This design comes from an exercise in tuning for small area on the open sky130 flow, not from production work.
Function was checked by simulation only, so behaviour that the tests miss may differ from the original.
Power figures rest on the tool's default switching activity, not on a simulated workload.

**flow/run.sh**
```bash
#!/bin/bash
# synth_recipe.tcl (not shown) runs the flow's synth.tcl, then flattens the netlist and writes it again
# the make line also repeats each setting of config.mk as NAME=value (left out here)
make -C /OpenROAD-flow-scripts/flow DESIGN_CONFIG=/design/flow/config.mk WORK_HOME=/design/flow/orfs CLKGATE_MAP_FILE= SYNTH_SCRIPT=/design/flow/synth_recipe.tcl finish
```
**flow/config.mk**
```make
export PLATFORM = sky130hd
export DESIGN_NAME = spi_master
export DESIGN_NICKNAME = spi_master
export VERILOG_FILES = /design/flow/design.v
export SDC_FILE = /design/flow/constraint.sdc
export NUM_CORES = 4
export LEC_CHECK = 0
export CAP_MARGIN = 20
export CORE_MARGIN = 2
export CORE_UTILIZATION = 40
export SLEW_MARGIN = 20
```
**flow/constraint.sdc**
```tcl
create_clock -name core_clock -period 10.0 [get_ports {clk}]
set_input_delay 2.0000 -clock core_clock [delete_from_list [all_inputs] [get_ports {clk}]]
set_output_delay 2.0000 -clock core_clock [all_outputs]
set_load 0.01 [all_outputs]
```
**flow/design.v**
```verilog
module spi_master(
  input clk, rst,
  input start,
  input cpol, cpha,
  input [8-1:0] data_in,
  output [8-1:0] data_out,
  output sck,
  output [1:0] mode,
  output reg ss,
  output reg mosi,
  input miso
);
  reg temp_sck;
  reg buf_start;
  reg spi_trail, spi_lead;
  integer count;
  always@(posedge clk) begin
    buf_start <= start;
  end
  always@(posedge clk) begin
    if(rst) begin
      temp_sck <= cpol;
      count <= 0;
      {spi_trail, spi_lead} <= 2'b00;
    end
    else begin
      if(buf_start) begin
        spi_lead <= 1'b0;
      	spi_trail <= 1'b0;
        if(count == (80000000/(2*10000000))-1) begin
          spi_lead <= 1'b1;
          temp_sck <= ~temp_sck;
          count <= count + 1;
        end
        else if(count == (80000000/(2*10000000))*2-1) begin
          spi_trail <= 1'b1;
          temp_sck <= ~temp_sck;
          count <= 0;
        end
        else begin
          count <= count + 1;
        end
      end
      else begin
        temp_sck <= cpol;
        spi_trail <= 1'b0;
        spi_lead <= 1'b0;
        count <= 0;
      end
    end
  end
  assign sck = temp_sck;
  assign mode = {cpol, cpha};
  typedef enum bit [1:0] {IDLE_TX, HOLD_TX, SHIFT_TX, STOP_TX} states_tx;
  states_tx state_tx;
  reg [8-1:0] temp_din;
  integer data_count;
  always@(posedge clk) begin
    if(rst) begin
      data_count <= 7;
      temp_din <= 0;
      state_tx <= IDLE_TX;
      mosi <= 1'b0;
      ss <= 1'b1;
    end
    else begin
      case(state_tx)
        IDLE_TX: begin
          if(buf_start) begin
            temp_din <= data_in;
            ss <= 1'b0;
            data_count <= 7;
            if(cpha == 1'b0) begin
              state_tx <= HOLD_TX;
            end
            else begin
              state_tx <= SHIFT_TX;
            end
          end
          else begin
            temp_din <= 0;
            state_tx <= IDLE_TX;
            ss <= 1'b1;
          end
        end
        HOLD_TX: begin
          if(spi_lead) begin
            mosi <= temp_din[data_count];
            data_count <= data_count - 1;
            state_tx <= SHIFT_TX;
          end
        end
        SHIFT_TX: begin
          if((cpha == 1'b0 && spi_trail)||(cpha == 1'b1 && spi_lead)) begin
            mosi <= temp_din[data_count];
            if(data_count!=0) begin
              state_tx <= SHIFT_TX;
              data_count <= data_count-1;
            end
            else begin
              state_tx <= STOP_TX;
            end
          end
        end
        STOP_TX: begin
          state_tx <= IDLE_TX;
        end
      endcase
    end
  end
  typedef enum bit [1:0] {IDLE_RX, SAMPLE_RX, STOP_RX} states_rx;
  states_rx state_rx;
  reg [8-1:0] temp_dout;
  integer data_count1;
  always@(posedge clk) begin
    if(rst) begin
      data_count1 <= 0;
      temp_dout <= 0;
      state_rx <= IDLE_RX;
    end
    else begin
      case(state_rx) 
        IDLE_RX: begin
          if(buf_start) begin
            temp_dout <= 0;
            state_rx <= SAMPLE_RX;
            data_count1 <= 0;
          end
          else begin
            state_rx <= IDLE_RX;
            temp_dout <= 0;
          end
        end
        SAMPLE_RX: begin
          if((cpha == 1'b0 && spi_lead) || (cpha == 1'b1 && spi_trail)) begin
            temp_dout[7-data_count1] <= miso;
            if(data_count1 == 7) begin
              data_count1 <= 0;
              state_rx <= STOP_RX;
            end
            else begin
              data_count1 <= data_count1 + 1;
              state_rx <= SAMPLE_RX;
            end
          end
        end
        STOP_RX: begin
          state_rx <= IDLE_RX;
        end
      endcase
    end
  end
  assign data_out = temp_dout;
endmodule
```
==> summary.txt, run 1 <==
Status
The flow ran to the end and the layout has no timing, DRC or antenna violations.

Timing
The slew at the pin with the worst max-slew slack is between 0.9 and 1 ns. Timing would allow up to roughly 0.18 GHz. The worst path uses around 54% of the clock period. For the finished layout, the period the worst path requires is 5.411 ns.

The max-slew violation count is 0. For the final database, setup skew stands at between 0.01 and 0.015 ns. The worst pin sits at a relative slew slack of between 30% and 40%. The number of failing setup endpoints in the final timing report is 0.

The final-layout setup total negative slack is 0 ns. Setup repair after global routing left no endpoint under its margin. The final hold violation count is 0.

Die
The die boundary height is ~140 um. The area of the core is 18830 um2. The number of placement rows is 50. For this design the top-level I/O count stands at 27. The effective utilization at floorplan is about 41%. The die is between 100 and 150 um wide. The die area is around 20000 um2.

Pwr
Sequential cells account for about two fifths of the total power. The net switching share of the total power is 27.57%. The post-layout total power is 1.249 mW. The worst IR drop on VDD is between 0.1 and 0.15 mV. The net load switching power is 344.4 uW. The power density over the cells is 144.3 nW/um2. Summed over all cells, the static leakage comes to roughly 3.1 nW.

The internal power component is 904.7 uW. The combinational group share of total power is between 10% and 20%. The clock network burns roughly 48% of the power.

Setup path
STA classifies the critical path endpoint as a register. For the worst setup path, the data required time is between 10 and 15 ns. Along the worst path, the maximum fanout reaches 10. The critical path class is register to register. The data arrival at the endpoint of the critical path is approximately 5.7 ns. The startpoint kind of the worst setup timing path is a register.

Placed design
Input and output buffers added on the ports amount to 26. After legalization and detailed placement, the total HPWL measured 11970 um. The weighted congestion at the end of routability-driven global placement is 0.8088.

Logic synthesis
The dominant combinational cell family by area after synthesis is simple AND/OR/NAND/NOR gates. The synthesized netlist devotes between 2 and 2.5% of its cell area to adder and majority cells. The gate count of the mapped netlist is about 980. In the synthesized netlist the dominant register cell turns out to be sky130_fd_sc_hd__dfxtp_1. The mean cell area of the mapped netlist is between 7 and 8 um2. The post-synth design cell area is around 7700 um2. Measured against the total synthesized area, the mux share comes to under 10%. The total nets after synthesis is between 1000 and 1500. The sequential cell area fraction in the yosys report is about a third. Counting flops with a built-in enable in the synthesized netlist gives 1. The simple-gate area share of the yosys netlist is roughly a third.

The xor and xnor fraction of the mapped netlist area is 13.58%. For this run, asynchronously set or reset flops after synthesis account for 0%. Summing the areas of all compound-gate instances in the mapped netlist gives 13.52% of the synthesized area.

Yosys mapped the design onto 76 distinct sky130hd cell types. The total of flip-flops plus latches after synthesis is approximately 120. The Yosys warning count is 1.

Clock tree
The clock transition at the registers of the reported paths is roughly 0.060 ns. The H-tree was split into 4 levels. The clock network latency to the later pin of the worst-skew pair is around 0.42 ns.

Hold repair after CTS inserted 0 buffers. TritonCTS created 17 clock buffers. The clock tree from TritonCTS is built. No sink is reached through more buffers than the 2 on the longest clock path. Once the clock tree was built, the setup fixing pass inserted 0 buffers. The TritonCTS sink count is about 120. The cell chosen for the clock root is sky130_fd_sc_hd__clkbuf_16.

The post-cts sizing count is 0.

GRT
Global routing consumed, over all layers together, approximately 17% of the routing resources. The number of antenna violations at the first check in global routing was 0. The number of global-route vias before repair came to ~6100. The wire length of the first global-routing pass is between 20000 and 30000 um. Entering global routing, the biggest net connects 33 pins. For this run the aggregate overflow at the end of global routing stands at 0.

Job
The tool flagged a number of max-cap violations equal to 0.

Final layout
The layout overhead on the synthesized area is 11.89%. The number of nets in the finished design is 997. In the layout the commonest cells are sky130_fd_sc_hd__nor2_1, sky130_fd_sc_hd__dfxtp_1, sky130_fd_sc_hd__xnor2_1, sky130_fd_sc_hd__nand2_1, sky130_fd_sc_hd__xor2_1. Leaving out fill and tap cells, the most frequent cell in the layout is sky130_fd_sc_hd__nor2_1.

The fraction of final layout cells sized beyond drive strength 1 is about 6.6%. 0 antenna diodes ended up in the layout.

Route
Detailed routing inserted a total of approximately 6700 vias. The starting DRC count in detailed routing is ~350. Dividing the detail-routed via count by the number of cells gives around 5.4. The first TritonRoute pass finished after 5 iterations.

For this run, design rule violations remaining after detail routing come to 0. For this block, the routed nets add up to roughly 17000 um of wire. The average wire length per cell after detail routing is 13.54 um. The number of routed nets with antenna violations is 0.

Worst hold path
The path category of the worst min-delay check is register to register.
[flip-flops by register name (all words and copies together), names as in the netlist, 2 cells and up]
signal	count
state_rx	2
temp_dout	8
state_tx	2
temp_din	8
data_count	32
data_count1	32
count	32
[power groups by stage]
stage	Combinational (mW)	Sequential (mW)	Clock [mW]
after floorplan	0.105	0.520	0
after global placement	0.135	0.524	0
after detailed placement	0.134	0.524	0
after CTS	0.135	0.513	0.616
after global routing	0.152	0.514	0.638
final	0.134	0.513	0.602
[cells by family after synthesis]
group                      count (synthesis)
xor gates and xnor gates                 120
muxes                                     11
DFF                                      122
buffers and inverters                     88
and+or+nand+nor                          476
AOI/OAI and AO/OA                        151
adders and majority gates                 14
[synth_stat cells, types with 7 or more instances]
library cell / n / area, um2
sky130_fd_sc_hd__nor2_1: 140 / 525.5
sky130_fd_sc_hd__dfxtp_1: 121 / 2422
sky130_fd_sc_hd__xnor2_1: 72 / 630.6
sky130_fd_sc_hd__nand2_1: 64 / 240.2
sky130_fd_sc_hd__clkbuf_1: 48 / 180.2
sky130_fd_sc_hd__xor2_1: 48 / 420.4
sky130_fd_sc_hd__a21oi_1: 38 / 190.2
sky130_fd_sc_hd__nand3_1: 37 / 185.2
sky130_fd_sc_hd__nor3_1: 36 / 180.2
sky130_fd_sc_hd__nor4_1: 35 / 219.0
sky130_fd_sc_hd__inv_1: 26 / 97.59
sky130_fd_sc_hd__nand4_1: 26 / 162.7
sky130_fd_sc_hd__o21ai_0: 25 / 125.1
sky130_fd_sc_hd__or3_1: 25 / 156.4
sky130_fd_sc_hd__and3_1: 19 / 118.9
sky130_fd_sc_hd__nor2b_1: 15 / 93.84
sky130_fd_sc_hd__ha_1: 14 / 175.2
sky130_fd_sc_hd__and2_1: 12 / 75.07
sky130_fd_sc_hd__and4_1: 10 / 87.58
sky130_fd_sc_hd__a31oi_1: 9 / 56.30
sky130_fd_sc_hd__mux2i_1: 9 / 90.09
sky130_fd_sc_hd__nand3b_1: 9 / 67.56
sky130_fd_sc_hd__or4_1: 9 / 67.56
sky130_fd_sc_hd__a21o_1: 8 / 60.06
sky130_fd_sc_hd__or2_2: 8 / 50.05
sky130_fd_sc_hd__o31ai_1: 7 / 52.55
[metrics by stage]
stage          hold WS, ns  setup slack [ns]  util (%)  instance area (um2)  instances
2_1_floorplan       0.4175             5.078         -                 7737        982
3_3_place_gp        0.4326             4.152     42.90                 8078       1210
3_5_place_dp        0.4441             4.083     42.90                 8078       1210
4_1_cts             0.4561             4.530     45.97                 8656       1242
5_1_grt             0.4669             4.152     45.97                 8657       1242
6_report            0.4526             4.589     45.97                 8657       1242
[worst paths after layout]
path,depth (start not counted),slack (ns),from,to
hold / removal,1,0.45,count[0]$_SDFF_PP0_,count[0]$_SDFF_PP0_
setup reg to reg,13,4.59,data_count1[3]$_SDFFE_PP0P_,temp_dout[4]$_SDFFE_PP0P_
setup / recovery,13,4.59,data_count1[3]$_SDFFE_PP0P_,temp_dout[4]$_SDFFE_PP0P_
hold reg to reg,1,0.45,count[0]$_SDFF_PP0_,count[0]$_SDFF_PP0_
[layer usage]
metal	GRT usage [%]	part of all wire, %
met5	0	0
met4	6.618	2.1
met3	3.454	2.5
met2	26.49	45
met1	23.12	51
[worst max-delay path, stage by stage (launching register included)]
cell and delay, ns:
sky130_fd_sc_hd__dfxtp_1 0.41, sky130_fd_sc_hd__inv_1 0.22, sky130_fd_sc_hd__ha_1 0.32, sky130_fd_sc_hd__or4b_4 0.56, sky130_fd_sc_hd__or4_4 0.57, sky130_fd_sc_hd__or3_4 0.36
sky130_fd_sc_hd__a222oi_1 0.82, sky130_fd_sc_hd__nand4_2 0.39, sky130_fd_sc_hd__o31ai_1 0.38, sky130_fd_sc_hd__nand3_1 0.18, sky130_fd_sc_hd__nor3b_1 0.28, sky130_fd_sc_hd__o2111ai_1 0.26
sky130_fd_sc_hd__or3_4 0.42, sky130_fd_sc_hd__mux2i_1 0.13
[layout make-up]
type | count | area [um2]
fillers | 1840 | 10170
multi-input cells | 772 | 4913
flip-flops and latches | 122 | 2452
clock buffers | 19 | 442.9
well taps | 260 | 325.3
repair buffers | 30 | 290.3
clock inverters | 13 | 135.1
inverters | 26 | 97.59
==> run 2: changes to the inputs <==
==> flow/design.v (replaced) <==
module spi_master(
  input clk, rst,
  input start,
  input cpol, cpha,
  input [7:0] data_in,
  output [7:0] data_out,
  output sck,
  output [1:0] mode,
  output ss,
  output reg mosi,
  input miso
);
  reg buf_start;
  always @(posedge clk) buf_start <= start;
  reg [3:0] ck;
  wire [3:0] ck_n =
      (ck == 4'd1) ? 4'd2 :
      (ck == 4'd2) ? 4'd3 :
      (ck == 4'd3) ? 4'd4 :
      (ck == 4'd4) ? 4'd5 :
      (ck == 4'd5) ? 4'd6 :
      (ck == 4'd6) ? 4'd7 :
      (ck == 4'd7) ? 4'd8 :
      (ck == 4'd8) ? 4'd1 :
      4'd1;
  wire spi_lead = (ck == 4'd4);
  wire spi_trail = (ck == 4'd8);
  wire ck_tog = (ck == 4'd3) | (ck == 4'd7);
  reg temp_sck;
  always @(posedge clk) begin
    if (rst || !buf_start) begin
      ck <= 4'd0;
      temp_sck <= cpol;
    end else begin
      ck <= ck_n;
      if (ck_tog) temp_sck <= ~temp_sck;
    end
  end
  assign sck = temp_sck;
  assign mode = {cpol, cpha};
  reg [3:0] tx;
  reg [7:0] temp_din;
  wire tx_ev = cpha ? spi_lead : spi_trail;
  wire tx_idle = (tx == 4'd0) | (tx == 4'd1);
  wire tx_shift = (((tx == 4'd7)) & spi_lead) | (((tx == 4'd8) | (tx == 4'd9) | (tx == 4'd10) | (tx == 4'd11) | (tx == 4'd12) | (tx == 4'd13) | (tx == 4'd14) | (tx == 4'd15)) & tx_ev);
  wire tx_idx0 = (tx == 4'd7) | (tx == 4'd9) | (tx == 4'd11) | (tx == 4'd13) | (tx == 4'd15);
  wire tx_idx1 = (tx == 4'd7) | (tx == 4'd10) | (tx == 4'd11) | (tx == 4'd14) | (tx == 4'd15);
  wire tx_idx2 = (tx == 4'd7) | (tx == 4'd12) | (tx == 4'd13) | (tx == 4'd14) | (tx == 4'd15);
  wire [3:0] tx_n =
      (tx == 4'd0) ? (buf_start ? (cpha ? 4'd15 : 4'd7) : 4'd0) :
      (tx == 4'd1) ? (buf_start ? (cpha ? 4'd15 : 4'd7) : 4'd0) :
      (tx == 4'd7) ? (spi_lead ? 4'd14 : tx) :
      (tx == 4'd8) ? (tx_ev ? 4'd2 : tx) :
      (tx == 4'd9) ? (tx_ev ? 4'd8 : tx) :
      (tx == 4'd10) ? (tx_ev ? 4'd9 : tx) :
      (tx == 4'd11) ? (tx_ev ? 4'd10 : tx) :
      (tx == 4'd12) ? (tx_ev ? 4'd11 : tx) :
      (tx == 4'd13) ? (tx_ev ? 4'd12 : tx) :
      (tx == 4'd14) ? (tx_ev ? 4'd13 : tx) :
      (tx == 4'd15) ? (tx_ev ? 4'd14 : tx) :
      (tx == 4'd2) ? 4'd1 :
      4'd0;
  always @(posedge clk) begin
    if (rst) begin
      tx <= 4'd0;
      mosi <= 1'b0;
    end else begin
      tx <= tx_n;
      if (tx_shift) mosi <= temp_din[{tx_idx2, tx_idx1, tx_idx0}];
    end
    if (tx_idle) temp_din <= data_in;
  end
  assign ss = (tx == 4'd0);
  reg [3:0] rx;
  reg [7:0] temp_dout;
  wire rx_ev = cpha ? spi_trail : spi_lead;
  wire rx_idle = (rx == 4'd0);
  wire [3:0] rx_n =
      (rx == 4'd0) ? (buf_start ? 4'd8 : 4'd0) :
      (rx == 4'd8) ? (rx_ev ? 4'd9 : rx) :
      (rx == 4'd9) ? (rx_ev ? 4'd10 : rx) :
      (rx == 4'd10) ? (rx_ev ? 4'd11 : rx) :
      (rx == 4'd11) ? (rx_ev ? 4'd12 : rx) :
      (rx == 4'd12) ? (rx_ev ? 4'd13 : rx) :
      (rx == 4'd13) ? (rx_ev ? 4'd14 : rx) :
      (rx == 4'd14) ? (rx_ev ? 4'd15 : rx) :
      (rx == 4'd15) ? (rx_ev ? 4'd1 : rx) :
      (rx == 4'd1) ? 4'd0 :
      4'd0;
  always @(posedge clk) begin
    if (rst) rx <= 4'd0;
    else rx <= rx_n;
  end
  function [3:0] rxc(input integer b);
    case (b)
      7: rxc = 4'd8;
      6: rxc = 4'd9;
      5: rxc = 4'd10;
      4: rxc = 4'd11;
      3: rxc = 4'd12;
      2: rxc = 4'd13;
      1: rxc = 4'd14;
      0: rxc = 4'd15;
      default: rxc = 4'd0;
    endcase
  endfunction
  genvar i;
  generate for (i = 0; i < 8; i = i + 1) begin : g_rx
    wire we = rx_ev & (rx == rxc(i));
    always @(posedge clk)
      if (rst || rx_idle) temp_dout[i] <= 1'b0;
      else if (we) temp_dout[i] <= miso;
  end endgenerate
  assign data_out = temp_dout;
endmodule
==> summary.txt, run 2 <==
Placed design
During placement, the flow inserted port buffers numbering 26. In this run the cell area measured after placement is between 1500 and 2000 um2. Detailed placement ended at an HPWL of roughly 2200 um.

The congestion estimate from routability-driven global placement came to 0.7675.

Logic synthesis
The fraction of registers with async set or reset after synthesis is 0%. A synthesized cell averages between 9 and 10 um2. The total nets after synthesis is around 180. Sorting the synthesized cells by how often they occur yields sky130_fd_sc_hd__dfxtp_1, sky130_fd_sc_hd__nand2_1, sky130_fd_sc_hd__a21oi_1, sky130_fd_sc_hd__edfxtp_1, sky130_fd_sc_hd__o21ai_0. Yosys instantiated no cell more often than sky130_fd_sc_hd__dfxtp_1.

In the post-synthesis netlist, the biggest area contributors are sky130_fd_sc_hd__dfxtp_1, sky130_fd_sc_hd__edfxtp_1, sky130_fd_sc_hd__mux2i_1. The cell area that synthesis handed to floorplanning was approximately 1600 um2. The sequential cell area fraction in the yosys report is 45.37%. The cell count after synthesis came out at around 160. The area share of the largest cell type after synthesis is approximately 28%.

Yosys mapped the design onto 54 distinct sky130hd cell types. The synthesized design spends more area on one cell type than any other, namely sky130_fd_sc_hd__dfxtp_1. The Yosys warning count is 1.

The synthesized design contains 9 enable-type register cells. The total of flip-flops plus latches after synthesis is 31. In the synthesized netlist the dominant register cell turns out to be sky130_fd_sc_hd__dfxtp_1.

Route
The starting DRC count in detailed routing is roughly 130. The average wire length per cell after detail routing is between 10 and 15 um. The pre-antenna-repair detailed-routing pass consisted of 4 iterations. The residual DRC count is 0. The routed layout has 1316 vias. The total length of routed wires is 3196 um. In this run the remaining antenna-violating nets after routing total 0. The ratio of routed vias to standard cells is around 5.6.

Clock tree
The number of buffers created by CTS is 5. The clock transition at the registers of the reported paths is 0.06 ns. Clock tree synthesis selected as its root buffer the cell sky130_fd_sc_hd__clkbuf_8.

Once the clock tree was built, the setup fixing pass inserted 0 buffers. In this run, post-CTS hold repair placed 0 buffers. No sink is reached through more buffers than the 2 on the longest clock path. TritonCTS built the clock tree. The post-cts sizing count is 0.

The clock network latency to the later pin of the worst-skew pair is between 0.2 and 0.3 ns. The TritonCTS sink count is 31. The H-tree level count is 2.

Timing
The number of failing setup endpoints in the final timing report is 0. The final-layout setup total negative slack is 0 ns. Setup repair after global routing left no endpoint under its margin. The max-slew violation count was 0. The fmax is roughly 0.19 GHz. The final critical path takes up roughly half of the cycle.

The headroom to the max-slew limit is about three fifths. The clock period minus worst slack is ~5.2 ns. The worst clock skew on the final layout is around 0.0064 ns.

The slew at the pin with the worst max-slew slack is 0.5796 ns. The final hold violation count is 0.

Final layout
After the last flow step, the layout net total stands at 198. The number of antenna diodes in the final layout is 0. Once layout is done, the placed cells without fillers occupy 1922 um2. The fraction of final layout cells sized beyond drive strength 1 is slightly above 9%. The largest registers in the layout are temp_din: 8 flops, temp_dout: 8 flops.

The top cell types in the final layout, fill and taps aside, are sky130_fd_sc_hd__clkdlybuf4s50_1, sky130_fd_sc_hd__dfxtp_1, sky130_fd_sc_hd__nand2_1. Once layout is complete, the utilization of the core stands at 51.72%. The multi-input combinational cell area is between 700 and 800 um2. The most common library cell in the layout ignoring fill and taps is sky130_fd_sc_hd__clkdlybuf4s50_1. Compared with the post-synthesis result, the final layout area differs by 22.68%.

The layout filler cell count is approximately 370. The area used by sequential logic in the layout is 710.7 um2.

Worst hold path
Along the worst hold path, the cell count comes to 2. The path category of the worst min-delay check is register to register. The startpoint identified for the worst hold timing path is temp_dout[1]$_SDFFE_PP0P_.

Die
The region available for standard cell placement spans 3716 um2. The die area is around 4400 um2. The die span in x is roughly 67 um.

In this run the core area contains 22 standard-cell rows. Pin placement for this block handled 27 I/O pins. The die boundary height is 66.58 um.

Once the floorplan was initialized, standard cells occupied approximately 42% of the core.

Setup path
STA classifies the critical path startpoint as a primary input. Among the stages of the critical path, the cell type that occurs most often is sky130_fd_sc_hd__clkdlybuf4s50_1. The data arrival at the endpoint of the critical path is 3.20 ns. In this run the worst path has a maximum fanout of 8.

STA classifies the critical path endpoint as an output pin. STA puts the critical path data required time at 8.00 ns. The cell with the biggest individual delay on the critical path is sky130_fd_sc_hd__clkdlybuf4s50_1.

The number of gates on the worst path with buffers counted is 2. The kind of cell adding the most delay to the critical path is buffers and inverters. The delay of the slowest cell on the worst path is 0.61 ns. The sum of buffers and inverters on the critical path is 2. The startpoint identified for the worst register-to-register timing path is tx[0]$_SDFFE_PP0P_. The critical path goes through clkdlybuf4s50_1 -> clkdlybuf4s50_1. The critical path class is primary input to output pin.

The startpoint of the most critical setup path is cpha. The depth of the worst register-to-register path is 4.

GRT
The wire length of the first global-routing pass is approximately 5600 um. The number of antenna violations at the first check in global routing was 0. The number of global-route vias before repair is between 1000 and 1500. Entering global routing, the biggest net connects 20 pins. Global routing used between 15 and 20% of the available tracks across all layers. For this run the aggregate overflow at the end of global routing stands at 0.

Pwr
VDD sags by at most 0.1076 mV. The power density over the cells is between 200 and 250 nW/um2. The analysis attributes to cell leakage a power of about 0.64 nW. Total power for the finished layout comes to 399.7 uW.

Status
The run finished with no timing, DRC or antenna violations.

Job
The max-capacitance violation count is 0.
## run 2: final cells by class
type,count,share of cell area [%]
Multi-Input combinational cell,113,40.17
Clock buffer,5,3.581
Tap cell,48,3.125
Clock inverter,3,1.042
Inverter,6,1.172
Sequential cell,31,36.98
Timing Repair Buffer,27,13.93
## run 2: cells by family after synthesis
logic type             count (synthesis)  share of synthesized area (%)
AO/OA/AOI/OAI                         55                          24.84
AND/OR/NAND/NOR                       49                          19.01
flip-flops                            31                          45.37
buffers and inverters                 18                          5.351
multiplexers                           5                          3.195
XOR/XNOR                               4                          2.237
## run 2: through the flow
| stage | hold WS [ns] | cells | worst slack, ns |
|---|---|---|---|
| final | 0.4592 | 233 | 4.801 |
| after global routing | 0.4861 | 233 | 4.758 |
| after CTS | 0.4633 | 233 | 4.810 |
| after detailed placement | 0.4452 | 225 | 4.813 |
| after global placement | 0.4460 | 225 | 4.840 |
| after floorplan | 0.4723 | 162 | 5.881 |
## run 2: per-layer routing
metal	track usage, %	wire (um)
met5	0	0
met4	6.888	35
met3	5.574	188
met2	23.75	1352
met1	23.18	1620
## run 2: where the power goes
part | total (mW) | internal (mW) | switching (mW)
clock | 0.0968 | 0.0483 | 0.0485
combinational | 0.110 | 0.0532 | 0.0569
sequential | 0.193 | 0.160 | 0.0325
total | 0.400 | 0.262 | 0.138
## run 2: worst paths after layout
check | end | slack, ns
worst min register to register | temp_dout[1]$_SDFFE_PP0P_ | 0.46
worst min-delay path | temp_dout[1]$_SDFFE_PP0P_ | 0.46
worst max-delay path | mode[0] | 4.80
worst max register to register | mosi$_SDFFE_PP0P_ | 8.23

## port drivers added, routing unchanged
Ports are ideal in the flow. The routed layouts listed here were re-timed in OpenROAD. Step 1, drivers: a clkbuf_16 drives clk and a buf_2 each remaining input, both assumed. Step 2 moves the port delays by t, midway between the first and last clock arrival at a register: inputs arrive t later, outputs are due t later. That takes back most of the time a late clock gives input paths. Slacks: ideal / step 1 / step 2; pairs: ideal / step 1.
| run | t, ns | slack for setup (ns) | worst setup path at the end |
|---|---|---|---|
| run 1 | 0.457 | 4.589 / 4.589 / 4.160 | input to register |
| run 2 | 0.305 | 4.801 / 4.778 / 4.778 | input to output |
After both steps setup and hold are still met in every run listed. For run 1, which loses most, drivers alone change the setup slack by 0.000 ns; drivers and shift together by -0.429 ns.
